From an optimization exercise on the open Yosys and OpenROAD flow, aimed at small area; shortcuts taken in it are not production practice. Function was not checked in any run shown here: the RTL went through the layout flow alone. Power and IR drop assume default switching activity. The flow treats the clock pin as an ideal source, which a real chip does not have.

$ cat design/flow/config.mk
export PLATFORM = sky130hd
export DESIGN_NAME = edge_detect
export DESIGN_NICKNAME = edge_detect
export VERILOG_FILES = /design/flow/design.v
export SDC_FILE = /design/flow/constraint.sdc
export NUM_CORES = 8
export LEC_CHECK = 0
export CAP_MARGIN = 20
export CORE_MARGIN = 2
export CORE_UTILIZATION = 50
export PLACE_DENSITY = 0.6
export SLEW_MARGIN = 20
$ cat design/flow/constraint.sdc
create_clock -name core_clock -period 6.0 [get_ports {aclk}]
set_input_delay 1.2000 -clock core_clock [delete_from_list [all_inputs] [get_ports {aclk}]]
set_output_delay 1.2000 -clock core_clock [all_outputs]
set_load 0.01 [all_outputs]
$ cat design/flow/design.v
`timescale 1ns / 1ps
module ring_bank #(parameter L = 16, parameter RH = 120, parameter IB = 7) (
    input           clk,
    input  [7:0]    wdata,
    input  [IB-1:0] wr_idx,
    input           wr_hi,
    input  [IB-1:0] rd_idx,
    output [7:0]    mux_a,
    output [7:0]    mux_b
);
    wire [7:0] port_a [0:RH-1];
    wire [7:0] port_b [0:RH-1];
    genvar i;
    generate
        for (i = 0; i < RH; i = i + 1) begin : g_ring
            reg [8*L-1:0] ra, rb;
            wire we_a = !wr_hi && wr_idx == i;
            wire we_b =  wr_hi && wr_idx == i;
            always @(posedge clk) begin
                ra <= {we_a ? wdata : ra[7:0], ra[8*L-1:8]};
                rb <= {we_b ? wdata : rb[7:0], rb[8*L-1:8]};
            end
            assign port_a[i] = ra[7:0];
            assign port_b[i] = rb[7:0];
        end
    endgenerate
    assign mux_a = port_a[rd_idx];
    assign mux_b = port_b[rd_idx];
endmodule
`timescale 1ns / 1ps
module rgb2grey (
    input  [23:0] rgb,
    output [7:0]  grey
);
    wire [9:0] sum = rgb[23:16] + rgb[15:8] + rgb[7:0];
    assign grey = sum / 2'd3;
endmodule
`timescale 1ns / 1ps
module sobel (
    input         aclk,
    input         aresetn,
    input         v,
    input  [7:0]  p0,
    input  [7:0]  l1,
    input  [7:0]  l2,
    input         tuser,
    input         tlast,
    input  [31:0] threshold,
    output reg    m_axis_tvalid,
    output [23:0] m_axis_tdata,
    output reg    m_axis_tuser,
    output reg    m_axis_tlast
);
    reg [7:0] a0, a1, a2;    
    reg [7:0] b0, b1, b2;    
    reg [7:0] c0, c1, c2;    
    always @(posedge aclk) begin
        if (!aresetn) begin
            a0 <= 0; a1 <= 0; a2 <= 0;
            b0 <= 0; b1 <= 0; b2 <= 0;
            c0 <= 0; c1 <= 0; c2 <= 0;
        end else if (v) begin
            a0 <= p0; a1 <= a0; a2 <= a1;
            b0 <= l1; b1 <= b0; b2 <= b1;
            c0 <= l2; c1 <= c0; c2 <= c1;
        end
    end
    always @(posedge aclk) begin
        m_axis_tvalid <= v;
        m_axis_tuser  <= tuser;
        m_axis_tlast  <= tlast;
    end
    wire [9:0] hv0 = a0 + {a1, 1'b0} + a2;
    wire [9:0] hv1 = c0 + {c1, 1'b0} + c2;
    wire [9:0] hh0 = a0 + {b0, 1'b0} + c0;
    wire [9:0] hh1 = a2 + {b2, 1'b0} + c2;
    wire [9:0] t10 = threshold[9:0];
    wire big = |threshold[30:10];
    wire [10:0] dv = (hv0 > hv1) ? hv0 - hv1 : hv1 - hv0;
    wire [10:0] dh = (hh0 > hh1) ? hh0 - hh1 : hh1 - hh0;
    wire edge_v = dv > t10;
    wire edge_h = dh > t10;
    wire is_edge = threshold[31] | (~big & (edge_v | edge_h));
    assign m_axis_tdata = {24{is_edge}};
endmodule
`timescale 1ns / 1ps
module edge_detect (
    input         aclk,
    input         aresetn,
    input  [23:0] s_axis_tdata,
    input         s_axis_tvalid,
    output        s_axis_tready,
    input         s_axis_tuser,
    input         s_axis_tlast,
    output        m_axis_tvalid,
    output [23:0] m_axis_tdata,
    input         m_axis_tready,
    output        m_axis_tuser,
    output        m_axis_tlast,
    input  [31:0] threshold
);
    localparam LB = 4;                  
    localparam L  = 1 << LB;            
    localparam R  = 3840 / L;           
    localparam RH = R / 2;              
    localparam IB = $clog2(RH);
    assign s_axis_tready = m_axis_tready;
    wire       v = s_axis_tvalid;
    wire [7:0] grey;
    rgb2grey u_grey (.rgb(s_axis_tdata), .grey(grey));
    reg [LB-1:0] n_lo;
    reg [IB-1:0] n_idx;
    reg          n_hi;
    reg [LB-1:0] dlt;
    reg          f1, f2;                
    always @(posedge aclk) begin
        if (!aresetn) begin
            n_lo <= 0; n_idx <= 0; n_hi <= 1'b0; dlt <= 0;
            f1 <= 1'b0; f2 <= 1'b0;
        end else if (v) begin
            n_lo <= n_lo + 1'b1;
            if (&n_lo) begin
                if (n_idx == RH - 1) begin
                    n_idx <= 0;
                    n_hi  <= ~n_hi;
                    if (n_hi) f2 <= 1'b1; else f1 <= 1'b1;
                end else
                    n_idx <= n_idx + 1'b1;
            end
        end else
            dlt <= dlt + 1'b1;
    end
    wire [LB:0]  ph_sum = {1'b0, n_lo} + {1'b0, dlt};
    wire [LB-1:0] ph = ph_sum[LB-1:0];
    wire         cb = ph_sum[LB];
    wire [IB-1:0] rb_idx = (cb && n_idx == RH - 1) ? {IB{1'b0}} : n_idx + cb;
    wire          rb_hi  = (cb && n_idx == RH - 1) ? ~n_hi : n_hi;
    wire [IB-1:0] wr_idx = (rb_idx == 0) ? RH - 1 : rb_idx - 1'b1;
    wire          wr_hi  = (rb_idx == 0) ? ~rb_hi : rb_hi;
    reg [7:0] wbuf [0:L-1];
    genvar k;
    generate
        for (k = 0; k < L; k = k + 1) begin : g_wb
            always @(posedge aclk)
                if (v && n_lo == k) wbuf[k] <= grey;
        end
    endgenerate
    wire [7:0] wdata = wbuf[ph];
    wire [7:0] mux_a, mux_b;
    ring_bank #(.L(L), .RH(RH), .IB(IB)) u_bank (
        .clk(aclk), .wdata(wdata), .wr_idx(wr_idx), .wr_hi(wr_hi),
        .rd_idx(rb_idx), .mux_a(mux_a), .mux_b(mux_b));
    wire [7:0] port1 = rb_hi ? mux_a : mux_b;    
    wire [7:0] port2 = rb_hi ? mux_b : mux_a;    
    reg [7:0] pf1 [0:L-2];
    reg [7:0] pf2 [0:L-2];
    integer j;
    always @(posedge aclk) begin
        pf1[0] <= port1;
        pf2[0] <= port2;
        for (j = 1; j < L - 1; j = j + 1) begin
            pf1[j] <= pf1[j-1];
            pf2[j] <= pf2[j-1];
        end
    end
    wire [LB-1:0] dm1 = dlt - 1'b1;
    wire [7:0] line1 = (dlt == 0) ? port1 : pf1[dm1];
    wire [7:0] line2 = (dlt == 0) ? port2 : pf2[dm1];
    sobel u_sobel (
        .aclk(aclk), .aresetn(aresetn), .v(v),
        .p0(grey), .l1(f1 ? line1 : 8'd0), .l2(f2 ? line2 : 8'd0),
        .tuser(s_axis_tuser), .tlast(s_axis_tlast), .threshold(threshold),
        .m_axis_tvalid(m_axis_tvalid), .m_axis_tdata(m_axis_tdata),
        .m_axis_tuser(m_axis_tuser), .m_axis_tlast(m_axis_tlast));
endmodule
$ cat design/flow/run.sh
#!/bin/bash
# synth_recipe.tcl (not shown) runs the flow's synth.tcl, then flattens the netlist and writes it again
# the make line also repeats each setting of config.mk as NAME=value (left out here)
make -C /OpenROAD-flow-scripts/flow DESIGN_CONFIG=/design/flow/config.mk WORK_HOME=/design/flow/orfs CLKGATE_MAP_FILE= SYNTH_SCRIPT=/design/flow/synth_recipe.tcl finish
==> results.py, run 1 <==
metrics = {
    "status": {
        "status": "failed layout checks",
        "violations": "setup timing",
    },
    "route": {
        "dr.pass1.iters": 9,
        "ant_nets": 0,
        "vias": 290500,
        "wl_per_cell_microns": 24.97,
        "viasPerCell": 4.545,
        "remaining_drc_errors": 0,
        "totalWireLength_microns": 1596000,
        "dr.first_iter.drc_count": 23390,
    },
    "worst_setup_path": {
        "cp_data_required_time_ps": 4800,
        "critPathLaunchType": "flip-flop",
        "crit_path_max_fanout": 6,
        "max_stage_delay_ps": 470,
        "cp_common_cell": "buf_4",
        "worstSetupPathType": "reg2out",
        "cp.arrival_ps": 7580,
        "crit_slowest_cell": "fa_1",
        "cp-end-kind": "output port",
    },
    "synth": {
        "ys.flop_type": "dfxtp_1",
        "synthTopCellsByCount": "31050 x dfxtp_1, 2376 x nand2_1, 1991 x o21ai_0, 683 x clkbuf_1, 522 x a22oi_1",
        "yosysTopAreaCell": "dfxtp_1",
        "yosys_register_bits": 31180,
        "synth_edf_count": 128,
        "syn-cell-area_sq_mm": 0.6691,
        "synth.most_common_cell": "dfxtp_1",
        "synth_top_area_share_pct": 92.90,
        "synth_area_leaders": "dfxtp_1 93%, o21ai_0 1.5%, nand2_1 1.3%",
        "ys_seq_area_share_pct": 93.48,
        "syn-num-nets": 39480,
        "yosysUniqueCellTypes": 97,
        "syn_inst": 39240,
        "syn_avg_cell_area_sq_um": 17.05,
        "postSynth.asyncResetShare_pct": 0,
        "yosysWarnings": 6,
    },
    "clock_tree": {
        "cts_max_level": 8,
        "cts.path.max_buffers": 6,
        "cts_sinks": 31180,
        "cts_buffers": 2747,
        "cts_tree": "done",
        "clkLatencyLatePin_ps": 1340,
        "cts-root-buf": "clkbuf_16",
        "clk_pin_slew_ps": 70,
        "hold_buffers": 0,
    },
    "global_route": {
        "gr-total-overflow": 0,
        "grt_max_degree": 65,
        "grt_pass1_vias": 285800,
        "use_met1_pct": 32.47,
        "grtUsageMet3_pct": 3.950,
        "grt_usage_pct": 23.10,
        "antenna_found_initial": 233,
        "gr-max-usage-layer": "met2",
        "grt_use_met2_pct": 35.37,
        "grt_pass1_wl_microns": 2173000,
    },
    "timing": {
        "hold_violations": 0,
        "finalSetupViolations": 57,
        "maxSlewViolCount": 0,
        "tightestPinTransition_ps": 1201,
        "period_minus_slack_ps": 8785,
        "slew_headroom_pct": 19.93,
        "whs_ps": 211.8,
        "worst_clock_skew_ps": 121.9,
        "rsz0062_at_grt": "true",
        "fin_tns_setup_ps": -75540,
        "fmax_mhz": 113.8,
        "period_share_pct": 146.4,
        "worst_slack_ps": -2785,
    },
    "layout": {
        "design_area_sq_mm": 0.8133,
        "instances_no_fill": 63910,
        "area_growth_syn_to_layout_pct": 21.55,
        "final_nets": 44220,
        "drive_above_1_share_pct": 16.36,
        "fillers": 96670,
    },
    "place": {
        "pre_cts_ws_ps": -2355,
        "place.gp.congestion": 0.9137,
        "dp_cells": 58760,
        "post_dp_cell_area_sq_mm": 0.7175,
        "dpl.hpwl_microns": 1088000,
        "io_buffers": 87,
    },
    "die": {
        "dieArea_sq_mm": 1.348,
        "die_w_microns": 1161,
        "die_y_microns": 1161,
        "rows": 425,
        "coreArea_sq_mm": 1.337,
        "ios": 90,
        "start_util_pct": 50.05,
    },
    "job": {
        "maxCapViolCount": 0,
    },
    "power_and_ir_drop": {
        "p_per_area_mw_per_mm2": 484.5,
        "p_leak_nw": 325.5,
        "vdd_drop_max_mv": 0.3756,
    },
    "hold_path": {
        "min_path_type": "reg2reg",
    },
}
## layout make-up
| cell class | instances | area (sq um) | area share [%] |
|---|---|---|---|
| diodes | 123 | 307.8 | 0.03784 |
| clock buffers | 4045 | 81060 | 9.967 |
| clock inverters | 784 | 9539 | 1.173 |
| inverters | 120 | 455.4 | 0.05600 |
| multi-input cells | 7158 | 43990 | 5.409 |
| flip-flops and latches | 31180 | 625500 | 76.91 |
| well taps | 17720 | 22170 | 2.726 |
| repair buffers | 2781 | 30260 | 3.720 |
## through the flow
step / total power [W] / utilization, %
after floorplan: 0.2166 / -
after global placement: 0.2249 / 53.67
after detailed placement: 0.2246 / 53.67
after CTS: 0.3963 / 60.70
after global routing: 0.4054 / 60.82
final: 0.3941 / 60.84
## cells by family after synthesis
family,synth area share (%)
simple gates,2.043
fa+ha+maj,0.3616
compound gates,3.311
buf+inv,0.5365
mux,0.1625
flops,93.48
xor+xnor,0.1056
## registers in the layout, indices dropped and copies added, names as in the netlist, 120 cells and up
register and flops:
wbuf 128, pf1 120, u_bank.g_ring.ra 15360, u_bank.g_ring.rb 15360
pf2 120
## timing repair
item | 4_1_cts | 5_1_grt
resized for setup | 562 | 217
endpoints found under the setup margin | 122 | 93
buffers inserted | 138 | 84
cloned | 3 | 0
pin swaps | 174 | 167
## per-layer routing
metal / vias up / routed length, microns
met5: - / 144
met4: 22 / 79700
met3: 2768 / 93110
met2: 8641 / 697600
met1: 143100 / 725600
li1: 136000 / -
## cells in the final DEF (no fill, tap or decap), types with 39 or more instances in the layout
cell type | synthesis | routed
clkinv_2 | 0 | 430
a221oi_1 | 150 | 119
edfxtp_1 | 128 | 128
a222oi_1 | 83 | 83
inv_6 | 0 | 44
bufinv_16 | 0 | 149
buf_6 | 4 | 138
a22o_1 | 171 | 166
clkbuf_16 | 0 | 2782
nor2_1 | 195 | 138
ha_1 | 131 | 119
nor3_1 | 92 | 58
clkbuf_8 | 0 | 672
clkinvlp_4 | 0 | 39
clkinv_8 | 0 | 51
o21ai_0 | 1991 | 1964
dfxtp_1 | 31050 | 31040
clkdlybuf4s50_1 | 0 | 61
buf_12 | 0 | 681
a21oi_4 | 0 | 46
nor2b_1 | 93 | 78
buf_4 | 32 | 1880
a22oi_1 | 522 | 480
inv_1 | 119 | 111
a21oi_1 | 214 | 131
a22oi_2 | 1 | 43
nand2_1 | 2376 | 2365
mux2i_1 | 88 | 85
nand3_1 | 124 | 115
clkbuf_1 | 683 | 592
xnor2_1 | 61 | 48
nand4_1 | 127 | 127
diode_2 | 0 | 123
## worst max-delay path, delay by kind of cell, from the launching register on
| family | cells | cell delay, ps |
|---|---|---|
| AO/OA/AOI/OAI | 15 | 2590 |
| XOR/XNOR | 1 | 170 |
| adder cells (fa/ha/maj) | 5 | 1590 |
| buffers and inverters | 7 | 1040 |
| flip-flops | 1 | 360 |
| multiplexers | 1 | 310 |
| AND/OR/NAND/NOR | 2 | 210 |
## power breakdown
part           leakage (nW)  internal [W]  total (W)  switching [W]
logic                  29.6       0.00369     0.0124        0.00872
clock network          44.8         0.100      0.174         0.0732
registers               251         0.208      0.208       0.000189
## final timing paths
check	from	endpoint	slack (ps)	depth (start not counted)
worst min register to register	u_bank.g_ring[80].ra[127]	u_bank.g_ring[80].ra[119]	210	0
worst min-delay path	u_bank.g_ring[80].ra[127]	u_bank.g_ring[80].ra[119]	210	0
worst max-delay path	u_sobel.c0[1]	m_axis_tdata[18]	-2780	31
worst max register to register	dlt[0]	u_sobel.c0[5]	-520	32
==> run 2: changes to the inputs <==
--- a/design/flow/design.v
+++ b/design/flow/design.v
@@ -53,2 +53,3 @@
 );
+    reg       v1, u1, l1r, e_r;
     reg [7:0] a0, a1, a2;    
@@ -68,5 +69,7 @@
     always @(posedge aclk) begin
-        m_axis_tvalid <= v;
-        m_axis_tuser  <= tuser;
-        m_axis_tlast  <= tlast;
+        v1 <= v; u1 <= tuser; l1r <= tlast;
+        m_axis_tvalid <= v1;
+        m_axis_tuser  <= u1;
+        m_axis_tlast  <= l1r;
+        e_r <= is_edge;
     end
@@ -83,3 +86,3 @@
     wire is_edge = threshold[31] | (~big & (edge_v | edge_h));
-    assign m_axis_tdata = {24{is_edge}};
+    assign m_axis_tdata = {24{e_r}};
 endmodule
@@ -101,3 +104,3 @@
 );
-    localparam LB = 4;                  
+    localparam LB = 5;                  
     localparam L  = 1 << LB;            
--- a/design/flow/config.mk
+++ b/design/flow/config.mk
@@ -9,4 +9,6 @@
 export CORE_MARGIN = 2
-export CORE_UTILIZATION = 50
-export PLACE_DENSITY = 0.6
+export CORE_UTILIZATION = 70
+export CTS_CLUSTER_DIAMETER = 60
+export CTS_CLUSTER_SIZE = 35
+export PLACE_DENSITY = 0.78
 export SLEW_MARGIN = 20
==> results.py, run 2 <==
metrics = {
    "place": {
        "io_buffers": 87,
        "place.gp.congestion": 0.9375,
        "dpl.hpwl_microns": 985400,
    },
    "die": {
        "die_y_microns": 980.4,
        "rows": 358,
        "die_w_microns": 980.4,
        "ios": 90,
        "start_util_pct": 70.24,
    },
    "synth": {
        "ys_seq_area_share_pct": 95.09,
        "syn_inst": 35900,
        "synth.most_common_cell": "dfxtp_1",
        "postSynth.asyncResetShare_pct": 0,
        "synthTopCellsByCount": "31310 x dfxtp_1, 990 x mux2_2, 402 x a22oi_1, 369 x nor2_1, 352 x nand2_1",
        "yosys_register_bits": 31570,
        "synth_area_leaders": "dfxtp_1 94%, mux2_2 1.7%, edfxtp_1 1.2%",
        "yosysWarnings": 6,
        "yosysTopAreaCell": "dfxtp_1",
        "syn-cell-area_sq_mm": 0.6673,
        "synth_edf_count": 256,
        "synth_top_area_share_pct": 93.94,
        "yosysUniqueCellTypes": 102,
        "ys.flop_type": "dfxtp_1",
        "syn_avg_cell_area_sq_um": 18.59,
        "syn-num-nets": 36140,
    },
    "status": {
        "error": "[ERROR DPL-0033] detailed placement checks failed during check placement.",
        "stop_stage": "3_5_place_dp",
        "status": "stopped before the end",
    },
}
## run 2: cell count changes after synthesis, sizes merged, moves of 32 or more
cell / delta
mux2: +972
a22oi: -121
a221oi: -51
nand4: -42
clkbuf: -414
nor2b: -80
o21ai: -1902
a22o: -68
edfxtp: +128
nor2: +173
nand2: -2024
a21oi: -32
dfxtp: +261
a222oi: -41
## run 2: power by group through the flow
stage | Clock, W | Sequential (W) | Combinational (W)
3_3_place_gp | 0 | 0.216 | 0.0114
2_1_floorplan | 0 | 0.216 | 0.00398
## run 2: worst min path at each step
stage | startpoint | end | slack [ps] | depth (start not counted)
2_1_floorplan | u_bank.g_ring[0].ra[8] | u_bank.g_ring[0].ra[0] | 310 | 0
3_3_place_gp | u_bank.g_ring[42].ra[31] | u_bank.g_ring[42].ra[23] | 310 | 0
## run 2: cell families after synthesis
group | Yosys count | synth area share (%)
buf+inv | 485 | 0.3021
xor+xnor | 81 | 0.1125
flops | 31570 | 95.09
compound gates | 1330 | 1.488
fa+ha+maj | 174 | 0.3697
mux | 1090 | 1.821
simple gates | 1174 | 0.8162
## run 2: per-stage QoR
step | setup TNS [ps] | hold WS, ps | instances | power [W] | setup WS, ps
after global placement | -259390 | 309.5 | 49550 | 0.2278 | -2164
after floorplan | -11760 | 309.6 | 35900 | 0.2203 | -367.4
==> run 3: changes to the inputs <==
--- a/design/flow/design.v
+++ b/design/flow/design.v
@@ -31,6 +31,5 @@
 module rgb2grey (
-    input  [23:0] rgb,
-    output [7:0]  grey
+    input  [9:0] sum,
+    output [7:0] grey
 );
-    wire [9:0] sum = rgb[23:16] + rgb[15:8] + rgb[7:0];
     assign grey = sum / 2'd3;
@@ -81,6 +80,4 @@
     wire big = |threshold[30:10];
-    wire [10:0] dv = (hv0 > hv1) ? hv0 - hv1 : hv1 - hv0;
-    wire [10:0] dh = (hh0 > hh1) ? hh0 - hh1 : hh1 - hh0;
-    wire edge_v = dv > t10;
-    wire edge_h = dh > t10;
+    wire edge_v = ({1'b0, hv0} > hv1 + t10) | ({1'b0, hv1} > hv0 + t10);
+    wire edge_h = ({1'b0, hh0} > hh1 + t10) | ({1'b0, hh1} > hh0 + t10);
     wire is_edge = threshold[31] | (~big & (edge_v | edge_h));
@@ -110,5 +107,12 @@
     assign s_axis_tready = m_axis_tready;
-    wire       v = s_axis_tvalid;
+    reg       v, u1, l1;
+    reg [9:0] sum;
+    always @(posedge aclk) begin
+        v   <= s_axis_tvalid;
+        u1  <= s_axis_tuser;
+        l1  <= s_axis_tlast;
+        sum <= s_axis_tdata[23:16] + s_axis_tdata[15:8] + s_axis_tdata[7:0];
+    end
     wire [7:0] grey;
-    rgb2grey u_grey (.rgb(s_axis_tdata), .grey(grey));
+    rgb2grey u_grey (.sum(sum), .grey(grey));
     reg [LB-1:0] n_lo;
@@ -174,3 +178,3 @@
         .p0(grey), .l1(f1 ? line1 : 8'd0), .l2(f2 ? line2 : 8'd0),
-        .tuser(s_axis_tuser), .tlast(s_axis_tlast), .threshold(threshold),
+        .tuser(u1), .tlast(l1), .threshold(threshold),
         .m_axis_tvalid(m_axis_tvalid), .m_axis_tdata(m_axis_tdata),
==> results.py, run 3 <==
metrics = {
    "status": {
        "status": "stopped before the end",
        "stop_stage": "3_5_place_dp",
        "error": "Error: detail_place.tcl, 38 bad optional access",
    },
    "synth": {
        "yosysTopAreaCell": "dfxtp_1",
        "syn-cell-area_sq_mm": 0.6659,
        "synthTopCellsByCount": "31330 x dfxtp_1, 1251 x nand2_1, 1037 x o21ai_0, 408 x clkbuf_1, 340 x a22oi_1",
        "yosysUniqueCellTypes": 105,
        "postSynth.asyncResetShare_pct": 0,
        "syn_inst": 36900,
        "ys_seq_area_share_pct": 95.34,
        "synth_area_leaders": "dfxtp_1 94%, edfxtp_1 1.2%, o21ai_0 0.78%",
        "ys.flop_type": "dfxtp_1",
        "syn_avg_cell_area_sq_um": 18.04,
        "syn-num-nets": 37150,
        "synth.most_common_cell": "dfxtp_1",
        "synth_top_area_share_pct": 94.18,
        "synth_edf_count": 256,
        "yosysWarnings": 6,
        "yosys_register_bits": 31580,
    },
    "die": {
        "rows": 358,
        "die_y_microns": 979.3,
        "start_util_pct": 70.15,
        "ios": 90,
        "die_w_microns": 979.3,
    },
    "place": {
        "io_buffers": 87,
        "place.gp.congestion": 0.9475,
    },
}
-- run 3: cell types whose count changed after synthesis, sizes merged, moves of 20 or more --
cell / previous run / this run
nor3: 90 / 69
and2: 19 / 54
mux2: 990 / 25
nor2b: 13 / 35
a21oi: 183 / 147
o21ai: 97 / 1040
clkbuf: 269 / 408
nand3: 103 / 167
a211oi: 49 / 29
nor2: 371 / 256
a22oi: 402 / 340
nand2: 353 / 1252
-- run 3: power groups by stage --
stage / clock network, W / logic [W] / registers (W)
after floorplan: 0 / 0.00223 / 0.216
after global placement: 0 / 0.00721 / 0.217
-- run 3: how the worst min path moves through the flow --
stage          depth (start not counted)                        to  slack [ps]
2_1_floorplan                          0    u_bank.g_ring[0].ra[0]         310
3_3_place_gp                           0  u_bank.g_ring[21].rb[90]         310
-- run 3: through the flow --
stage                   power (W)  setup TNS [ps]
after floorplan            0.2187               0
after global placement     0.2239          -48100
-- run 3: kinds of logic after synthesis --
family	after synthesis	synth area share, %
DFF	31580	95.34
buffers and inverters	617	0.3860
muxes	141	0.2191
and+or+nand+nor	2119	1.411
AOI/OAI and AO/OA	2166	2.114
xor gates and xnor gates	86	0.1238
adders and majority gates	190	0.4089
==> run 4: changes to the inputs <==
--- a/design/flow/config.mk
+++ b/design/flow/config.mk
@@ -9,6 +9,6 @@
 export CORE_MARGIN = 2
-export CORE_UTILIZATION = 70
+export CORE_UTILIZATION = 60
 export CTS_CLUSTER_DIAMETER = 60
 export CTS_CLUSTER_SIZE = 35
-export PLACE_DENSITY = 0.78
+export PLACE_DENSITY = 0.68
 export SLEW_MARGIN = 20
==> results.py, run 4 <==
metrics = {
    "status": {
        "status": "failed layout checks",
        "violations": "setup timing",
    },
    "global_route": {
        "antenna_found_initial": 210,
        "grt_pass1_wl_microns": 1834000,
        "grt_max_degree": 55,
        "gr-total-overflow": 0,
        "grt_usage_pct": 23.77,
        "grt_pass1_vias": 240400,
    },
    "die": {
        "die_w_microns": 1057,
        "die_y_microns": 1057,
        "rows": 387,
        "dieArea_sq_mm": 1.118,
        "start_util_pct": 60.08,
        "coreArea_sq_mm": 1.108,
        "ios": 90,
    },
    "layout": {
        "area_growth_syn_to_layout_pct": 10.81,
        "drive_above_1_share_pct": 8.418,
        "final_common_cell": "dfxtp_1",
        "reg_top3": "u_bank.g_ring.ra x15360, u_bank.g_ring.rb x15360, wbuf x256",
        "multiInputGateArea_sq_mm": 0.02986,
        "fillers": 72970,
        "layout_common_cells": "31310 x dfxtp_1, 1294 x clkbuf_16, 1242 x nand2_1, 1025 x o21ai_0, 972 x buf_4",
        "final_nets": 39260,
        "seqCellArea_sq_mm": 0.6349,
    },
    "clock_tree": {
        "cts_buffers": 1275,
        "clkLatencyLatePin_ps": 1350,
        "cts_sinks": 31580,
        "cts_max_level": 7,
        "cts-root-buf": "clkbuf_16",
        "cts.path.max_buffers": 6,
        "cts_tree": "done",
        "clk_pin_slew_ps": 120,
    },
    "route": {
        "ant_nets": 0,
        "vias": 246600,
        "dr.pass1.iters": 6,
        "totalWireLength_microns": 1353000,
        "viasPerCell": 4.525,
        "dr.first_iter.drc_count": 17800,
        "wl_per_cell_microns": 24.82,
        "remaining_drc_errors": 0,
    },
    "worst_setup_path": {
        "max_stage_delay_ps": 980,
        "worstSetupPathType": "reg2reg",
        "crit_path_max_fanout": 5,
        "r2r-start": "n_lo[1]",
        "reg2reg_depth": 26,
        "critPathLaunchType": "flip-flop",
        "crit_slowest_cell": "a2111oi_4",
        "cp_data_required_time_ps": 7160,
        "cp.arrival_ps": 7270,
        "crit_start": "n_lo[1]",
        "cp-end-kind": "flip-flop",
        "rr_endpoint": "u_sobel.c0[5]",
        "cp-endpoint": "u_sobel.c0[5]",
        "reg2reg_slack_ps": -110,
        "cp_common_cell": "buf_12",
    },
    "synth": {
        "syn_avg_cell_area_sq_um": 18.04,
        "synthTopCellsByCount": "31330 x dfxtp_1, 1251 x nand2_1, 1037 x o21ai_0, 408 x clkbuf_1, 340 x a22oi_1",
        "synth_edf_count": 256,
        "ys.flop_type": "dfxtp_1",
        "synth.most_common_cell": "dfxtp_1",
        "syn-cell-area_sq_mm": 0.6659,
        "yosysWarnings": 6,
        "yosys_register_bits": 31580,
        "postSynth.asyncResetShare_pct": 0,
        "yosysUniqueCellTypes": 105,
        "yosysTopAreaCell": "dfxtp_1",
        "syn-num-nets": 37150,
        "synth_area_leaders": "dfxtp_1 94%, edfxtp_1 1.2%, o21ai_0 0.78%",
        "synth_top_area_share_pct": 94.18,
        "syn_inst": 36900,
        "ys_seq_area_share_pct": 95.34,
    },
    "timing": {
        "maxSlewViolCount": 0,
        "rsz0062_at_grt": "true",
        "worst_slack_ps": -107.4,
        "whs_ps": 255.6,
        "tightestPinTransition_ps": 1361,
        "period_share_pct": 101.8,
        "slew_headroom_pct": 8.296,
        "finalSetupViolations": 7,
        "period_minus_slack_ps": 6107,
        "hold_violations": 0,
        "worst_clock_skew_ps": 177.4,
        "fin_tns_setup_ps": -363.5,
        "fmax_mhz": 163.7,
    },
    "job": {
        "maxCapViolCount": 0,
    },
    "power_and_ir_drop": {
        "vdd_drop_max_mv": 0.3701,
        "p_leak_nw": 291.7,
        "p_per_area_mw_per_mm2": 440.7,
    },
    "place": {
        "place.gp.congestion": 0.9009,
        "io_buffers": 87,
        "dpl.hpwl_microns": 961100,
    },
    "hold_path": {
        "min_path_type": "reg2reg",
    },
}
==> run 4: final cells by class <==
cell class / count / area share (%)
timing repair buffer: 1345 / 1.855
clock buffer: 1340 / 4.429
tap: 14780 / 2.507
inverter: 104 / 0.05291
multi-input combinational: 4702 / 4.047
antenna: 145 / 0.04918
clock inverter: 498 / 1.021
sequential: 31580 / 86.04
==> run 4: worst max-delay path: cells and delay by family (launching register included) <==
kind / cells / cell delay [ps]
xor+xnor: 1 / 160
buf+inv: 9 / 1470
fa+ha+maj: 2 / 440
simple gates: 5 / 850
compound gates: 8 / 2350
flops: 1 / 360
mux: 1 / 320
==> run 4: kinds of logic (layout without fill, tap and decap cells) <==
kind of cell | Yosys count | in the layout | share of synthesized area (%)
muxes | 141 | 141 | 0.2191
adders and majority gates | 190 | 190 | 0.4089
other | 0 | 145 | 0
xor gates and xnor gates | 86 | 86 | 0.1238
DFF | 31580 | 31580 | 95.34
buffers and inverters | 617 | 3287 | 0.3860
AOI/OAI and AO/OA | 2166 | 2166 | 2.114
and+or+nand+nor | 2119 | 2119 | 1.411
==> run 4: layer usage <==
| layer | up-vias | track usage (%) | part of all wire [%] |
|---|---|---|---|
| met4 | 10 | 7.939 | 4.0 |
| li1 | 120700 | - | - |
| met5 | - | 0 | 0.0044 |
| met2 | 3994 | 38.96 | 46 |
| met1 | 120100 | 33.47 | 46 |
| met3 | 1810 | 2.630 | 3.5 |
==> run 4: where the power goes <==
| group | switching, W | internal, W |
|---|---|---|
| registers | 0.000547 | 0.212 |
| logic | 0.00567 | 0.00161 |
| clock network | 0.0629 | 0.0429 |
| total | 0.0691 | 0.256 |
==> run 4: worst min-delay path by stage <==
stage	startpoint	to	depth (start not counted)
5_1_grt	u_bank.g_ring[33].rb[225]	u_bank.g_ring[33].rb[217]	0
2_1_floorplan	u_bank.g_ring[0].ra[8]	u_bank.g_ring[0].ra[0]	0
3_3_place_gp	u_bank.g_ring[29].rb[45]	u_bank.g_ring[29].rb[37]	0
6_report	u_bank.g_ring[1].rb[59]	u_bank.g_ring[1].rb[51]	0
4_1_cts	s_axis_tlast	l1	1
3_5_place_dp	u_bank.g_ring[10].ra[237]	u_bank.g_ring[10].ra[229]	0
==> run 4: per-stage QoR <==
stage | setup WS, ps | util (%) | instance area (sq um) | power [W] | instances
6_report | -107.4 | 66.57 | 737900 | 0.3252 | 54500
5_1_grt | -225.5 | 66.55 | 737600 | 0.3346 | 54390
4_1_cts | 6.692 | 66.47 | 736800 | 0.3273 | 54320
3_5_place_dp | -1040 | 62.80 | 696000 | 0.2243 | 52470
3_3_place_gp | -2192 | 62.79 | 696000 | 0.2242 | 52470
2_1_floorplan | 1156 | - | 665900 | 0.2187 | 36900
==> run 4: timing repair <==
item / 4_1_cts / 5_1_grt
endpoints found under the setup margin: 34 / 25
hold buffers: 0 / 0
pin swaps: 23 / 40
setup buffers: 15 / 33
gates resized for setup: 90 / 96
==> run 5: changes to the inputs <==
--- a/design/flow/config.mk
+++ b/design/flow/config.mk
@@ -9,6 +9,6 @@
 export CORE_MARGIN = 2
-export CORE_UTILIZATION = 60
-export CTS_CLUSTER_DIAMETER = 60
+export CORE_UTILIZATION = 50
+export CTS_CLUSTER_DIAMETER = 80
 export CTS_CLUSTER_SIZE = 35
-export PLACE_DENSITY = 0.68
+export PLACE_DENSITY = 0.6
 export SLEW_MARGIN = 20
==> results.py, run 5 <==
metrics = {
    "die": {
        "rows": 424,
        "dieArea_sq_mm": 1.341,
        "coreArea_sq_mm": 1.331,
        "ios": 90,
        "start_util_pct": 50.05,
        "die_y_microns": 1158,
        "die_w_microns": 1158,
    },
    "power_and_ir_drop": {
        "p_per_area_mw_per_mm2": 426.5,
        "total_power_w": 0.3124,
        "p_leak_nw": 287.7,
        "vdd_drop_max_mv": 0.3087,
    },
    "route": {
        "vias": 243800,
        "viasPerCell": 4.286,
        "remaining_drc_errors": 0,
        "ant_nets": 0,
        "wl_per_cell_microns": 23.83,
        "dr.pass1.iters": 6,
        "totalWireLength_microns": 1356000,
        "dr.first_iter.drc_count": 15500,
    },
    "layout": {
        "fillers": 103200,
        "reg_top3": "u_bank.g_ring.ra x15360, u_bank.g_ring.rb x15360, wbuf x256",
        "drive_above_1_share_pct": 7.438,
        "final_nets": 39220,
        "layout_common_cells": "31310 x dfxtp_1, 1242 x nand2_1, 1162 x clkbuf_16, 1077 x buf_4, 1022 x o21ai_0",
        "area_growth_syn_to_layout_pct": 10.00,
        "seqCellArea_sq_mm": 0.6349,
        "multiInputGateArea_sq_mm": 0.03027,
        "final_common_cell": "dfxtp_1",
    },
    "timing": {
        "tightestPinTransition_ps": 1282,
        "fin_tns_setup_ps": -1390,
        "fmax_mhz": 158.5,
        "slew_headroom_pct": 14.42,
        "finalSetupViolations": 11,
        "worst_slack_ps": -307.5,
        "rsz0062_at_grt": "true",
        "hold_violations": 0,
        "worst_clock_skew_ps": 137.6,
        "whs_ps": 260.9,
        "period_share_pct": 105.1,
        "maxSlewViolCount": 0,
        "period_minus_slack_ps": 6308,
    },
    "clock_tree": {
        "hold_buffers": 0,
        "cts-root-buf": "clkbuf_16",
        "cts_max_level": 7,
        "cts.path.max_buffers": 6,
        "clk_pin_slew_ps": 120,
        "clkLatencyLatePin_ps": 1350,
        "cts_tree": "done",
        "cts_sinks": 31580,
        "cts_buffers": 1135,
    },
    "worst_setup_path": {
        "critPathTopFamily": "simple AND/OR/NAND/NOR gates",
        "max_stage_delay_ps": 750,
        "cp.buffers_inverters": 7,
        "critPathLaunchType": "flip-flop",
        "cp.arrival_ps": 7500,
        "crit_path_max_fanout": 7,
        "cp-end-kind": "flip-flop",
        "cp_data_required_time_ps": 7200,
        "cp_cell_sequence": "ha_4 -> a211oi_2 -> buf_4 -> nor2_2 -> o21ai_2 -> nand2b_4 -> ha_4 -> ha_4 -> buf_12 -> and3_4 -> xnor2_4 -> buf_6 -> nor4_4 -> buf_4 -> and2_4 -> buf_12 -> a221oi_2 -> nand4_1 -> clkbuf_16 -> and4b_2 -> nor4bb_4 -> buf_4 -> o32ai_2 -> a221o_1",
        "crit_slowest_cell": "nor4bb_4",
        "worstSetupPathType": "reg2reg",
    },
    "synth": {
        "synthTopCellsByCount": "31330 x dfxtp_1, 1251 x nand2_1, 1037 x o21ai_0, 408 x clkbuf_1, 340 x a22oi_1",
        "yosys_register_bits": 31580,
        "synth_top_area_share_pct": 94.18,
        "yosysUniqueCellTypes": 105,
        "syn-cell-area_sq_mm": 0.6659,
        "yosysWarnings": 6,
        "yosysTopAreaCell": "dfxtp_1",
        "synth.most_common_cell": "dfxtp_1",
        "syn-num-nets": 37150,
        "postSynth.asyncResetShare_pct": 0,
        "ys_seq_area_share_pct": 95.34,
        "syn_inst": 36900,
        "ys.flop_type": "dfxtp_1",
        "syn_avg_cell_area_sq_um": 18.04,
        "synth_area_leaders": "dfxtp_1 94%, edfxtp_1 1.2%, o21ai_0 0.78%",
        "synth_edf_count": 256,
    },
    "global_route": {
        "grt_max_degree": 46,
        "grt_usage_pct": 19.77,
        "antenna_found_initial": 203,
        "grt_pass1_vias": 234600,
        "gr-total-overflow": 0,
        "grt_pass1_wl_microns": 1828000,
    },
    "place": {
        "io_buffers": 87,
        "dpl.hpwl_microns": 972100,
        "place.gp.congestion": 0.8852,
        "pre_cts_ws_ps": -1697,
    },
    "job": {
        "maxCapViolCount": 0,
    },
    "status": {
        "status": "failed layout checks",
        "violations": "setup timing",
    },
    "hold_path": {
        "min_path_type": "reg2reg",
    },
}
[run 5: kinds of logic (layout without fill, tap and decap cells)]
kind of cell / count (synthesis) / after routing / synth area share (%)
xor+xnor: 86 / 86 / 0.1238
simple gates: 2119 / 2119 / 1.411
other cells: 0 / 125 / 0
mux: 141 / 141 / 0.2191
flops: 31580 / 31580 / 95.34
fa+ha+maj: 190 / 190 / 0.4089
buf+inv: 617 / 2787 / 0.3860
compound gates: 2166 / 2166 / 2.114
[run 5: per-stage QoR]
stage / util [%] / cell area, sq um / instances
finish: 55.05 / 732500 / 56880
global route: 55.04 / 732300 / 56790
CTS: 54.99 / 731600 / 56740
detailed placement: 52.63 / 700200 / 55460
global placement: 52.62 / 700100 / 55460
floorplan: - / 665900 / 36900
[run 5: area by class of cell]
class	count	area share (%)
diodes	125	0.04270
clock buffers	1169	3.975
clock inverters	70	0.1537
inverters	104	0.05329
multi-input cells	4702	4.133
flip-flops and latches	31580	86.67
well taps	17680	3.020
repair buffers	1444	1.952
[run 5: routing by layer]
layer	up-vias	global-route usage (%)	wire (microns)
met5	-	0	27
met4	4	7.001	57970
met3	1748	2.219	42420
met2	3398	32.28	617700
met1	118700	27.55	637500
li1	119900	-	-
[run 5: path summary, 6_finish.rpt]
kind                            startpoint                       end  slack (ps)  cells past startpoint
setup / recovery                    dlt[1]             u_sobel.c0[4]        -310                     24
hold reg to reg   u_bank.g_ring[4].rb[190]  u_bank.g_ring[4].rb[182]         260                      0
hold / removal    u_bank.g_ring[4].rb[190]  u_bank.g_ring[4].rb[182]         260                      0
setup reg to reg                    dlt[1]             u_sobel.c0[4]        -310                     24
[run 5: what timing repair did]
| item | CTS | global route |
|---|---|---|
| pin swaps | 46 | 61 |
| resized for setup | 168 | 94 |
| cloned | 0 | 0 |
| endpoints found under the setup margin | 95 | 27 |
| buffers inserted | 45 | 14 |
[run 5: report_power, final]
part	switching [W]	total [W]	internal [W]
registers	0.000491	0.212	0.212
logic	0.00576	0.00735	0.00159
clock network	0.0573	0.0930	0.0357

==> what the ideal ports hide <==
No port has a modelled driver above. Below, the same layouts with a new extraction and two added sets of constraints.
Step 1, drivers: a clkbuf_16 drives aclk and a buf_2 each remaining input, both assumed.
Step 2 also shifts input and output timing later by t, the mid clock arrival at the registers, as if the neighbouring blocks saw the same clock.
Three values: ideal ports, drivers, drivers and shift; two values: the first two.
| run | t, ns | setup slack, ns | pins driven straight from the clock port |
|---|---|---|---|
| run 1 | 1.475 | -2.785 / -2.952 / -1.477 | 1 |
| run 4 | 1.418 | -0.107 / -0.107 / -0.107 | 1 |
| run 5 | 1.447 | -0.308 / -0.308 / -0.308 | 1 |
